What follows belongs to an exercise in optimizing a design on an open flow for small area, a short achievable clock period and few clock cycles; a production flow would make more cautious choices.
Function was not checked in any run shown here: the RTL went through the layout flow alone.

==> flow/design.v, too long to show whole: its modules and the start of the top module <==
// module abs_diff_7: 7 lines
// module abs_diff_9: 7 lines
// module abs_val_8: 5 lines
// module quadrant: 11 lines
// module polar_to_cartesian: 74 lines
// module calc_abs7rtan_00_75_15: 21 lines
// module find_min_5_vals_cascading: 26 lines
// module calc_r_y_theta: 27 lines
// module orientation_math: 175 lines
// module path_math: 124 lines
// module ptc_mag: 25 lines
// module pm_ptc_products: 219 lines
// module pm_compare: 559 lines
// module pm_distance: 199 lines
// module pm_abs: 12 lines
module path_math
    (input [11:0] location,  
     input [11:0] target,  
     input [4:0] current_orientation,  
     input clock,
     input enable,
     input reset,
     output reg done,
     output [4:0] needed_orientation,  
     output [11:0] move_command);
  // ...
==> flow/run.sh <==
#!/bin/bash
# synth_recipe.tcl (not shown) runs the flow's synth.tcl, then flattens the netlist and writes it again
# the make line also repeats each setting of config.mk as NAME=value (left out here)
make -C /OpenROAD-flow-scripts/flow DESIGN_CONFIG=/design/flow/config.mk WORK_HOME=/design/flow/orfs CLKGATE_MAP_FILE= SYNTH_SCRIPT=/design/flow/synth_recipe.tcl finish
==> flow/config.mk <==
export PLATFORM = sky130hd
export DESIGN_NAME = path_math
export DESIGN_NICKNAME = path_math
export VERILOG_FILES = /design/flow/design.v
export SDC_FILE = /design/flow/constraint.sdc
export NUM_CORES = 4
export LEC_CHECK = 0
export CAP_MARGIN = 5
export CORE_MARGIN = 2
export CORE_UTILIZATION = 40
export SETUP_SLACK_MARGIN = 4
export SLEW_MARGIN = 5
==> flow/constraint.sdc <==
create_clock -name core_clock -period 12.0 [get_ports {clock}]
set_input_delay 2.4000 -clock core_clock [delete_from_list [all_inputs] [get_ports {clock}]]
set_output_delay 2.4000 -clock core_clock [all_outputs]
set_load 0.01 [all_outputs]
==> run notes, run 1 <==
most common cell after layout, fill and taps aside ha_1; DR vias/cell 5.67; CTS Buf Count 5; Clock Pin Slew Worst Setup and Hold Paths 0.07 ns; clock sinks 48; Pre-antenna DRT Iters 5; post-synthesis compound-gate area fraction 22.2%; Min Hold Slack 0.494 ns; Post-synth top flop edfxtp_1; MaxCap Viol Count 0; clock latency on the worst-skew pair 0.30 ns; status complete, no violations; Reg2Reg Setup Slack 4.46 ns; Metal-1 WL 17.9 mm; crit path launch r_c23; crit path kind register to output port; Syn Std Cell Area 14700 sq um; clk root buf clkbuf_16; multi-input gates 1472; crit path time final 7.65 ns; hold path depth 2; worst r2r src ex[8]; Finish-stage setup viols 0; CP Capture Point move_command[11]; # hold bufs at CTS 0; met3 wire len 1.33 mm; routing usage on met2 37.2%; WP depth 22; Fmax achieved 131 MHz; top cells by count, synth 326 x ha_1, 259 x inv_1, 131 x a21oi_1; crit path DAT 5.25 ns; die area 38400 sq um; via count 13247; Ant. Diodes 0; setup TNS 0 ns; fin cells 2337; final instance area 16100 sq um; Yosys top cell area share 27.7%; commonest non-fill, non-tap cells in the layout 326 x ha_1, 259 x inv_1, 131 x a21oi_1; worst r2r path cells 31; final core utilization 44.3%; highest routed metal layer met5
==> inputs of run 2 (changes only) <==
--- a/flow/config.mk
+++ b/flow/config.mk
@@ -7,2 +7,3 @@
 export LEC_CHECK = 0
+export ABC_CLOCK_PERIOD_IN_PS = 6000
 export CAP_MARGIN = 5
==> run 2 against run 1 <==
Utilization stayed put. Fmax stayed put. Critical path depth stayed put. First-iteration DRC count stayed put. Via count stayed put. Global-route usage stayed put. Routed wire length stayed put. Critical path type unchanged. Highest routed layer unchanged.
==> run notes, run 2 <==
highest routed metal layer met5; yosys warns 2; clk root buf clkbuf_16; fill cell count 3639; via count 13247 (unchanged); Seq. cell area 1240 sq um; WP buf/inv 2; crit share post-route 63.8%; largest net degree at the start of global routing 29; gr usage total 20.7%; syn_area_per_cell 8.07 sq um; register bit count reported by yosys 48; max-slew violations 0; Post-synth ARST share 0%; CP required 9.60 ns; Synthesized Nets 2255; met3 wire len 1.33 mm (unchanged); crit path cell chain or4_1 > nand2_1 > ha_1 > xnor2_1 > o21ai_0 > o21ai_0 > nand2_1 > a221oi_2 > a21oi_1 > ha_1 > o21ai_0 > nand2b_1 > a21oi_1 > nor2b_1 > o22ai_2 > fa_1 > inv_1 > ha_1 > a21oi_1 > xnor2_1 > xnor2_1 > clkdlybuf4s50_1; setup TNS 0 ns (unchanged); # hold bufs at CTS 0 (unchanged); crit path DAT 5.25 ns (about the same); Layout Area Growth over Synthesis 9.44%; count leader, synth ha_1; antenna violations before repair 1; FF-to-FF End r_c34; measured slew at the worst slew-check pin 1.20 ns; DR vias/cell 5.67 (unchanged); number of synthesized flops with an enable pin 27; core area 36400 sq um; met2 routed wirelength 19.3 mm; dpl hpwl 31.9 mm; Pre-antenna DRT Iters 5 (unchanged); antenna violation net count after detailed routing 0; Final nets 2295; Multi-input gate area 12400 sq um; top flop regs dy (9), ex (9), ry (8); crit path kind register to output port; Max H-tree Level 2; main area contributors after synthesis ha_1 28%, fa_1 9.4%, inv_1 6.6%, xnor2_1 5.5%, edfxtp_1 5.5%; TritonCTS clock tree built; Yosys top cell area share 27.7% (unchanged); DR WL/cell 17.0 microns; MaxCap Viol Count 0 (unchanged); area leader, netlist ha_1; Startpoint Class register; RSZ-0062 raised after global routing true; global-route wire length before repair 65.8 mm; Residual DRC 0; Initial Util 40.5%; worst hold path class register to register; crit end category output port; hold path depth 2 (unchanged); # IOs 50; placer congestion estimate 0.922; hold path start done; Die W 196 microns; number of global-route vias before repair 13160; Clock Pin Slew Worst Setup and Hold Paths 0.07 ns (about the same); WL final 39.7 mm; status complete, no violations; largest stage delay on the critical path 0.56 ns; gr ovfl total 0; post-synth cell types 89; drt initial violations 788; share of cells above drive strength 1 4.71%; Slew HR 20.0%; worst r2r src ex[8]; Final Hold Viols 0; Bufs on Longest Clock Path 2; Ant. Diodes 0 (unchanged); Mapped Cells 1828; clock skew 0.0120 ns; crit path launch r_c23; cell row count 70; most common cell after layout, fill and taps aside ha_1; worst-path fanout max 4; Critical-path top delay cell clkdlybuf4s50_1; Syn Std Cell Area 14700 sq um (unchanged); Hold Path End done; WP depth 22 (unchanged); Post-synth top flop edfxtp_1; Metal-1 WL 17.9 mm (unchanged); clock latency on the worst-skew pair 0.30 ns (about the same); Die Span Y 196 microns; worst r2r path cells 31 (unchanged); commonest non-fill, non-tap cells in the layout 326 x ha_1, 259 x inv_1, 131 x a21oi_1; register area share after synthesis 8.35%; Final Worst Setup Slack 4.35 ns; pre-CTS WS 3.52 ns; CTS Buf Count 5 (unchanged); Reg2Reg Setup Slack 4.46 ns (about the same); Finish-stage setup viols 0 (unchanged); die area 38400 sq um (unchanged); top cells by count, synth 326 x ha_1, 259 x inv_1, 131 x a21oi_1; number of buffers added on ports 49; clock sinks 48 (unchanged); DP Cell Count 2315; Fmax achieved 131 MHz (unchanged); fin cells 2337 (unchanged); crit path time final 7.65 ns (unchanged); family with the most delay on the worst path adder cells
[run 2: worst max-delay path by stage]
stage	endpoint	slack, ns
after floorplan	r_c34	4.26
after global placement	dy[7]	3.64
after detailed placement	dy[7]	3.52
after CTS	dy[7]	3.93
after global routing	dy[7]	3.98
final	move_command[11]	4.35
[run 2: cells by family after synthesis]
kind of cell	after synthesis	share of synthesized area, %
compound gates	489	22.2
xor+xnor	141	8.58
fa+ha+maj	404	37.6
mux	8	0.568
buf+inv	308	7.97
simple gates	430	14.7
flops	48	8.35
[run 2: area by class of cell]
class | instances | area share [%]
inverter | 262 | 6.12
sequential | 48 | 7.66
clock inverter | 2 | 0.372
clock buffer | 6 | 0.798
tap | 468 | 3.63
multi-input combinational | 1472 | 76.9
timing repair buffer | 79 | 4.49
[run 2: worst reg2reg max path, delay by kind of cell (launching register included)]
kind	cells	cell delay (ns)
AOI/OAI and AO/OA	16	2.93
xor gates and xnor gates	2	0.37
adders and majority gates	8	2.54
buffers and inverters	2	0.31
DFF	1	0.49
and+or+nand+nor	3	0.68
[run 2: stage by stage]
stage / hold WS [ns] / instance area (sq um) / utilization (%)
after floorplan: 0.489 / 14700 / -
after global placement: 0.474 / 15800 / 43.3
after detailed placement: 0.483 / 15800 / 43.3
after CTS: 0.498 / 16000 / 43.8
after global routing: 0.527 / 16100 / 44.3
final: 0.494 / 16100 / 44.3
[run 2: per-layer routing]
metal / global-route usage (%) / vias up
met2: 37.2 / 286
met3: 1.01 / 71
met4: 6.29 / 2
li1: - / 6572
met5: 0 / -
met1: 26.6 / 6316
[run 2: repair_timing]
item                       in CTS  in global routing
setup endpoints to repair       5                 13
pin swaps                       0                  2
buffers inserted                0                 14
cloned                          0                  0
resized for setup               4                 27
==> module path_math, before the edit <==
module path_math
    (input [11:0] location,  
     input [11:0] target,  
     input [4:0] current_orientation,  
     input clock,
     input enable,
     input reset,
     output reg done,
     output [4:0] needed_orientation,  
     output [11:0] move_command);  
   wire [7:0] xm_l, ym_l, xm_t, ym_t;
   wire       xs_l, xs_t;
   ptc_mag ptc_l (.r_theta(location), .xm(xm_l), .ym(ym_l), .xs(xs_l));
   ptc_mag ptc_t (.r_theta(target),   .xm(xm_t), .ym(ym_t), .xs(xs_t));
   wire       xsame = (xs_t == xs_l);
   wire [8:0] ex_t = {1'b0, xm_t} + ({1'b0, xm_l} ^ {9{xsame}}) + {8'd0, xsame};
   wire [8:0] dy_t = {1'b0, ym_t} - {1'b0, ym_l};
   reg [8:0] ex, dy;
   reg       exneg, busy;
   always @(posedge clock) begin
      ex <= ex_t;
      dy <= dy_t;
      exneg <= xs_t;
      busy <= enable & ~reset;
   end
   wire       ex_nz = |ex;
   wire       dxneg = exneg ? ((ex_nz & ~ex[8]) | (ex == 9'h100)) : ex[8];
   wire       dyneg = dy[8];
   wire [1:0] quad = {dyneg, dxneg ^ dyneg};  
   wire       sx = ex[8];
   wire       sy = dy[8];
   wire [7:0] ac = ex[7:0] ^ {8{sx}};
   wire [7:0] yc = dy[7:0] ^ {8{sy}};
   wire [7:0] y, a;
   pm_abs ab (.ac(ac), .sx(sx), .yc(yc), .sy(sy), .y(y), .a(a));
   wire ysmall = dy[8] ? (dy[7:0] >= 8'hFC) : (dy[7:0] <= 8'd4);
   wire asmall = ex[8] ? ((ex[7:0] >= 8'hFC) || (ex[7:0] == 8'h00)) : (ex[7:0] <= 8'd4);
   wire c12, c23, c34, c45;
   pm_compare cmp (.a(a), .y(y), .c12(c12), .c23(c23), .c34(c34), .c45(c45));
   wire       same = (location[11:8] == target[11:8]);
   wire [4:0] sum_s = {1'b0, location[11:8]} + ((target[7:0] >= location[7:0]) ? 5'd0 : 5'd12);
   wire [4:0] need_s_t = (sum_s >= 5'd24) ? sum_s - 5'd24 : sum_s;
   reg  [2:0] ba_s_t;
   always @(*) begin
      case (quad)
         2'd1: ba_s_t = 3'd4 - need_s_t[2:0];
         2'd2: ba_s_t = need_s_t[2:0] + 3'd4;
         2'd3: ba_s_t = 3'd0 - need_s_t[2:0];
         default: ba_s_t = need_s_t[2:0];
      endcase
   end
   wire use_a = same ? (ba_s_t == 3'd0 || ba_s_t == 3'd7) : ysmall;
   reg       r_c12, r_c23, r_c34, r_c45, r_ysmall, r_asmall, r_same;
   reg [1:0] r_quad;
   reg [4:0] need_s, cur;
   reg [7:0] ry;
   always @(posedge clock) begin
      if (reset) begin
         done <= 1'b0;
      end else if (busy) begin
         done <= 1'b1;
      end else if (enable) begin
         done <= 1'b0;
      end
      if (busy) begin
         r_c12 <= c12;
         r_c23 <= c23;
         r_c34 <= c34;
         r_c45 <= c45;
         r_ysmall <= ysmall;
         r_asmall <= asmall;
         r_same <= same;
         r_quad <= quad;
         need_s <= need_s_t;
         cur <= current_orientation;
         ry <= use_a ? a : y;
      end
   end
   wire is1 = ~r_c12 & ~r_c23 & ~r_c34 & ~r_c45;
   wire is5 = r_c12 & r_c23 & r_c34 & r_c45;
   wire is2 = ~is1 & ~is5 & ~r_c23 & ~r_c34;
   wire is4 = ~is1 & ~is5 & r_c23 & r_c34;
   wire [2:0] b = is1 ? 3'd1 : (is5 ? 3'd5 : (is2 ? 3'd2 : (is4 ? 3'd4 : 3'd3)));
   wire o_dyneg = r_quad[1];
   wire o_dxneg = r_quad[1] ^ r_quad[0];
   reg [4:0] need_n;
   always @(*) begin
      if (r_ysmall) need_n = o_dxneg ? 5'd12 : 5'd0;
      else if (r_asmall) need_n = o_dyneg ? 5'd18 : 5'd6;
      else case (r_quad)
         2'd1: need_n = 5'd12 - b;
         2'd2: need_n = 5'd12 + b;
         2'd3: need_n = 5'd24 - b;
         default: need_n = {2'b00, b};
      endcase
   end
   reg [2:0] ba_s;
   always @(*) begin
      case (r_quad)
         2'd1: ba_s = 3'd4 - need_s[2:0];
         2'd2: ba_s = need_s[2:0] + 3'd4;
         2'd3: ba_s = 3'd0 - need_s[2:0];
         default: ba_s = need_s[2:0];
      endcase
   end
   wire [4:0] need = r_same ? need_s : need_n;
   wire [2:0] ba = r_same ? ba_s : (r_ysmall ? 3'd0 : (r_asmall ? 3'd6 : b));
   wire [6:0] d1, d3, d4, d5;
   pm_distance dd (.y(ry), .d1(d1), .d3(d3), .d4(d4), .d5(d5));
   reg  [6:0]  dist_v;
   always @(*) begin
      case (ba)
         3'd1: dist_v = d1;
         3'd2: dist_v = 7'd0;
         3'd3: dist_v = d3;
         3'd4: dist_v = d4;
         3'd5: dist_v = d5;
         default: dist_v = ry[6:0];   
      endcase
   end
   wire [4:0] angle = need - cur + ((cur > need) ? 5'd24 : 5'd0);
   assign needed_orientation = need;
   assign move_command = {angle, dist_v};
endmodule
==> inputs of run 3 (changes only) <==
--- a/flow/design.v
+++ b/flow/design.v
@@ -377,5 +377,5 @@
    ptc_mag ptc_t (.r_theta(target),   .xm(xm_t), .ym(ym_t), .xs(xs_t));
-   wire       xsame = (xs_t == xs_l);
-   wire [8:0] ex_t = {1'b0, xm_t} + ({1'b0, xm_l} ^ {9{xsame}}) + {8'd0, xsame};
-   wire [8:0] dy_t = {1'b0, ym_t} - {1'b0, ym_l};
+   wire [8:0] ex_t, dy_t;
+   pm_deltas dl (.xm_t(xm_t), .xm_l(xm_l), .xsame(xs_t == xs_l), .ym_t(ym_t), .ym_l(ym_l),
+                 .ex(ex_t), .dy(dy_t));
    reg [8:0] ex, dy;
@@ -731,2 +731,111 @@
 endmodule
+module pm_deltas
+   (input [7:0] xm_t,
+    input [7:0] xm_l,
+    input xsame,
+    input [7:0] ym_t,
+    input [7:0] ym_l,
+    output [8:0] ex,
+    output [8:0] dy);
+   wire d_0;
+   wire d_1;
+   wire d_2;
+   wire d_3;
+   wire d_4;
+   wire d_5;
+   wire d_6;
+   wire d_7;
+   wire d_8;
+   wire d_9;
+   wire d_10;
+   wire d_11;
+   wire d_12;
+   wire d_13;
+   wire d_14;
+   wire d_15;
+   wire d_16;
+   wire d_17;
+   wire d_18;
+   wire d_19;
+   wire d_20;
+   wire d_21;
+   wire d_22;
+   wire d_23;
+   wire d_25;
+   wire d_26;
+   wire d_27;
+   wire d_28;
+   wire d_29;
+   wire d_30;
+   wire d_31;
+   wire d_32;
+   wire d_33;
+   wire d_34;
+   wire d_35;
+   wire d_36;
+   wire d_37;
+   wire d_38;
+   wire d_39;
+   wire d_40;
+   wire d_41;
+   wire d_42;
+   wire d_43;
+   wire d_44;
+   wire d_45;
+   wire d_46;
+   wire d_47;
+   wire d_48;
+   assign d_0 = xm_l[0] ^ xsame;
+   assign d_1 = xm_l[1] ^ xsame;
+   assign d_2 = xm_l[2] ^ xsame;
+   assign d_3 = xm_l[3] ^ xsame;
+   assign d_4 = xm_l[4] ^ xsame;
+   assign d_5 = xm_l[5] ^ xsame;
+   assign d_6 = xm_l[6] ^ xsame;
+   assign d_7 = xm_l[7] ^ xsame;
+   assign d_8 = xm_t[0] ^ d_0;
+   assign d_9 = xm_t[0] & d_0;
+   assign d_10 = xm_t[1] ^ d_1;
+   assign d_11 = xm_t[1] & d_1;
+   assign d_12 = xm_t[2] ^ d_2;
+   assign d_13 = xm_t[2] & d_2;
+   assign d_14 = xm_t[3] ^ d_3;
+   assign d_15 = xm_t[3] & d_3;
+   assign d_16 = xm_t[4] ^ d_4;
+   assign d_17 = xm_t[4] & d_4;
+   assign d_18 = xm_t[5] ^ d_5;
+   assign d_19 = xm_t[5] & d_5;
+   assign d_20 = xm_t[6] ^ d_6;
+   assign d_21 = xm_t[6] & d_6;
+   assign d_22 = xm_t[7] ^ d_7;
+   assign d_23 = xm_t[7] & d_7;
+   wire [8:0] d_s24 = {xsame, d_22, d_20, d_18, d_16, d_14, d_12, d_10, d_8} + {d_23, d_21, d_19, d_17, d_15, d_13, d_11, d_9, xsame};
+   assign d_25 = ~ym_l[0];
+   assign d_26 = ~ym_l[1];
+   assign d_27 = ~ym_l[2];
+   assign d_28 = ~ym_l[3];
+   assign d_29 = ~ym_l[4];
+   assign d_30 = ~ym_l[5];
+   assign d_31 = ~ym_l[6];
+   assign d_32 = ~ym_l[7];
+   assign d_33 = ym_t[0] ^ d_25;
+   assign d_34 = ym_t[0] & d_25;
+   assign d_35 = ym_t[1] ^ d_26;
+   assign d_36 = ym_t[1] & d_26;
+   assign d_37 = ym_t[2] ^ d_27;
+   assign d_38 = ym_t[2] & d_27;
+   assign d_39 = ym_t[3] ^ d_28;
+   assign d_40 = ym_t[3] & d_28;
+   assign d_41 = ym_t[4] ^ d_29;
+   assign d_42 = ym_t[4] & d_29;
+   assign d_43 = ym_t[5] ^ d_30;
+   assign d_44 = ym_t[5] & d_30;
+   assign d_45 = ym_t[6] ^ d_31;
+   assign d_46 = ym_t[6] & d_31;
+   assign d_47 = ym_t[7] ^ d_32;
+   assign d_48 = ym_t[7] & d_32;
+   wire [8:0] d_s49 = {1'b1, d_47, d_45, d_43, d_41, d_39, d_37, d_35, d_33} + {d_48, d_46, d_44, d_42, d_40, d_38, d_36, d_34, 1'b1};
+   assign ex = {d_s24[8], d_s24[7], d_s24[6], d_s24[5], d_s24[4], d_s24[3], d_s24[2], d_s24[1], d_s24[0]};
+   assign dy = {d_s49[8], d_s49[7], d_s49[6], d_s49[5], d_s49[4], d_s49[3], d_s49[2], d_s49[1], d_s49[0]};
+endmodule
 module pm_compare
==> run 3 against run 2 <==
Area after synthesis increased by 1.2%. Routed wire length grew 0.19%. Clock skew fell by 0.0039 ns. Via count increased by 0.32%. Cell count is 0.68% higher. Die area grew 1.2%. Critical endpoint is now ex[8]. Highest routed layer unchanged.
==> run notes, run 3 <==
FF-to-FF End r_c34; Startpoint Class input pin; register area share after synthesis 8.25% (-0.10 points); Die Span Y 197 microns (+0.60%); global-route wire length before repair 66.5 mm (+1.1%); WL final 39.7 mm (+0.19%); Reg2Reg Setup Slack 4.53 ns (+0.07 ns); Yosys top cell area share 28.8% (+1.2 points); crit path cell chain clkdlybuf4s50_1 > inv_1 > ha_1 > ha_1 > nor4b_1 > o311a_1 > or2_2 > nor2_1 > o21bai_1 > xor2_1 > a221o_1 > a211oi_1 > xnor2_1 > ha_1 > ha_1 > a21o_1 > a21oi_1 > nor2b_1 > o21ai_0 > nand2_1 > a21oi_1 > o21bai_1 > xnor2_1; worst-path fanout max 11 (+7); crit path kind input pin to register; DR WL/cell 16.9 microns (-0.49%); Post-synth ARST share 0% (unchanged); number of global-route vias before repair 13130 (-0.23%); cell row count 70 (unchanged); max-slew violations 0 (unchanged); count leader, synth ha_1; Clock Pin Slew Worst Setup and Hold Paths 0.07 ns (about the same); Ant. Diodes 0 (unchanged); Simple-Gate Fraction of Synth Area 14.9% (+0.26 points); Final Worst Setup Slack 4.22 ns (-0.127 ns); gr usage total 20.8% (+0.15 points); Max H-tree Level 2 (unchanged); hold path start done; number of synthesized flops with an enable pin 27 (unchanged); Finish-stage setup viols 0 (unchanged); Final Hold Viols 0 (unchanged); largest net degree at the start of global routing 29 (unchanged); Post-Synth Adder-Cell Area 38.5% (+0.91 points); yosys warns 2 (unchanged); via count 13290 (+0.32%); hold path depth 2 (unchanged); clock sinks 48 (unchanged); top cells by count, synth 344 x ha_1, 247 x inv_1, 140 x a21oi_1; MaxCap Viol Count 0 (unchanged); syn_area_per_cell 8.10 sq um (+0.36%); core area 36700 sq um (+0.72%); TritonCTS clock tree built; worst hold path class register to register; Bufs on Longest Clock Path 2 (unchanged); main area contributors after synthesis ha_1 29%, fa_1 9.3%, inv_1 6.2%, xnor2_1 6.2%, edfxtp_1 5.4%; pre-CTS WS 3.47 ns (-0.0504 ns); share of cells above drive strength 1 5.25% (+0.54 points); number of buffers added on ports 49 (unchanged); Initial Util 40.7% (+0.21 points); Hold Path End done; top flop regs dy (9), ex (9), ry (8); Slew HR 23.4% (+3.4 points); Fmax achieved 129 MHz (-1.6%); Final nets 2329 (+1.5%); DR vias/cell 5.65 (-0.36%); post-synthesis compound-gate area fraction 21.2% (-1.0 points); setup TNS 0 ns (unchanged); clock latency on the worst-skew pair 0.30 ns (about the same); Mapped Cells 1844 (+0.88%); RSZ-0062 raised after global routing true; dpl hpwl 32.0 mm (+0.30%); status complete, no violations; # hold bufs at CTS 0 (unchanged); Layout Area Growth over Synthesis 8.94%; drt initial violations 885 (+12%); gr ovfl total 0 (unchanged); crit path time final 7.78 ns (+0.127 ns); commonest non-fill, non-tap cells in the layout 343 x ha_1, 244 x inv_1, 139 x a21oi_1; Post-synth top flop edfxtp_1; crit share post-route 64.8% (+1.1 points); Synth Area in XOR/XNOR 8.74% (+0.16 points); share of synthesized area spent on multiplexers 0.771% (+0.20 points); measured slew at the worst slew-check pin 1.15 ns (-0.0533 ns); largest stage delay on the critical path 0.85 ns (+0.29 ns); worst r2r path cells 30 (-3.2%); most common cell after layout, fill and taps aside ha_1; Syn Std Cell Area 14900 sq um (+1.2%); Pre-antenna DRT Iters 6 (+1); Residual DRC 0 (unchanged); placer congestion estimate 0.919 (-0.35%); Critical-path top delay cell clkdlybuf4s50_1; antenna violations before repair 1 (unchanged); worst r2r src ex[8]; register bit count reported by yosys 48 (unchanged); clk root buf clkbuf_16; CP required 12.19 ns (+2.59 ns); Synthesized Nets 2289 (+1.5%); antenna violation net count after detailed routing 0 (unchanged); die area 38900 sq um (+1.2%); area leader, netlist ha_1; # IOs 50 (unchanged); crit end category register; most frequent CP cell ha_1; clock skew 0.00817 ns (-0.00387 ns); main combinational cell family by area after synthesis adder cells; post-synth cell types 94 (+5.6%); CTS Buf Count 5 (unchanged); crit path DAT 7.97 ns (+2.72 ns); Die W 197 microns (+0.60%)
## run 3: cell count changes after synthesis, sizes merged, moves of 7 or more
cell	change
a21o	-12
ha	+18
xnor2	+12
nand2	+8
inv	-12
a21oi	+9
nor2	+20
xor2	-10
buf	-7
nor3	-9
## run 3: critical path, delay by kind of cell
family	cells	cell delay (ns)
compound gates	9	1.98
fa+ha+maj	4	1.17
buf+inv	2	1.15
simple gates	5	0.82
xor+xnor	3	0.46
## run 3: through the flow
stage | instance area (sq um) | hold WS (ns) | utilization [%] | std cells
finish | 16300 | 0.507 | 44.3 | 2353
global route | 16300 | 0.559 | 44.3 | 2353
global placement | 16000 | 0.489 | 43.5 | 2335
detailed placement | 16000 | 0.496 | 43.5 | 2335
floorplan | 14900 | 0.490 | - | 1844
CTS | 16100 | 0.511 | 44.0 | 2344
## run 3: how the worst max path moves through the flow
stage / startpoint / to / slack, ns / depth (start not counted)
2_1_floorplan: location[3] / ex[8] / 4.90 / 22
3_3_place_gp: location[5] / ex[8] / 3.56 / 25
3_5_place_dp: location[5] / ex[8] / 3.47 / 25
4_1_cts: location[3] / ex[8] / 4.00 / 24
5_1_grt: target[7] / ex[8] / 3.81 / 24
6_report: location[0] / ex[8] / 4.22 / 23
## run 3: cell families (layout without fill, tap and decap cells)
family,count (synthesis),count (layout)
flops,48,48
buf+inv,295,336
mux,11,11
xor+xnor,144,144
compound gates,476,476
fa+ha+maj,420,420
simple gates,450,450
## run 3: area by class of cell
cell class / count / area [sq um]
Tap cell: 468 / 586
Sequential cell: 48 / 1230
Multi-Input combinational cell: 1501 / 12600
Clock buffer: 6 / 150
Fill cell: 3680 / 20400
Timing Repair Buffer: 78 / 698
Inverter: 250 / 952
Clock inverter: 2 / 15.0
## run 3: routing by layer
metal	track usage [%]	wire length (microns)	up-vias
li1	-	-	6627
met3	1.86	1510	54
met4	5.01	845	2
met5	0	11	-
met1	27.7	18300	6293
met2	36.3	19100	314
## run 3: timing repair
item                       CTS  global route
pin swaps                    0             1
gates resized for setup      8            26
setup endpoints to repair    5             9
setup buffers                1             9

==> re-timing with driven ports <==
How much do the figures lean on ideal ports? The routed layouts below were timed once more, with nothing changed but the port constraints.
Step 1 sets driving cells, clkbuf_16 on the clock port and buf_2 on the other inputs (assumed; they add their load-dependent delay and slew).
Step 2 moves the port delays by t, midway between the first and last clock arrival at a register: inputs arrive t later, outputs are due t later. That takes back most of the time a late clock gives input paths.
Slacks: ideal / step 1 / step 2; pairs: ideal / step 1.
run | t (ns) | setup WS [ns] | slew at the worst register clock pin (ns)
run 1 | 0.328 | 4.348 / 4.310 / 4.072 | 0.07 / 0.07
run 2 | 0.328 | 4.348 / 4.310 / 4.072 | 0.07 / 0.07
run 3 | 0.336 | 4.220 / 4.235 / 3.899 | 0.07 / 0.07
After both steps setup and hold are still met in every run listed. For run 3, which loses most, drivers alone change the setup slack by +0.015 ns; drivers and shift together by -0.321 ns.
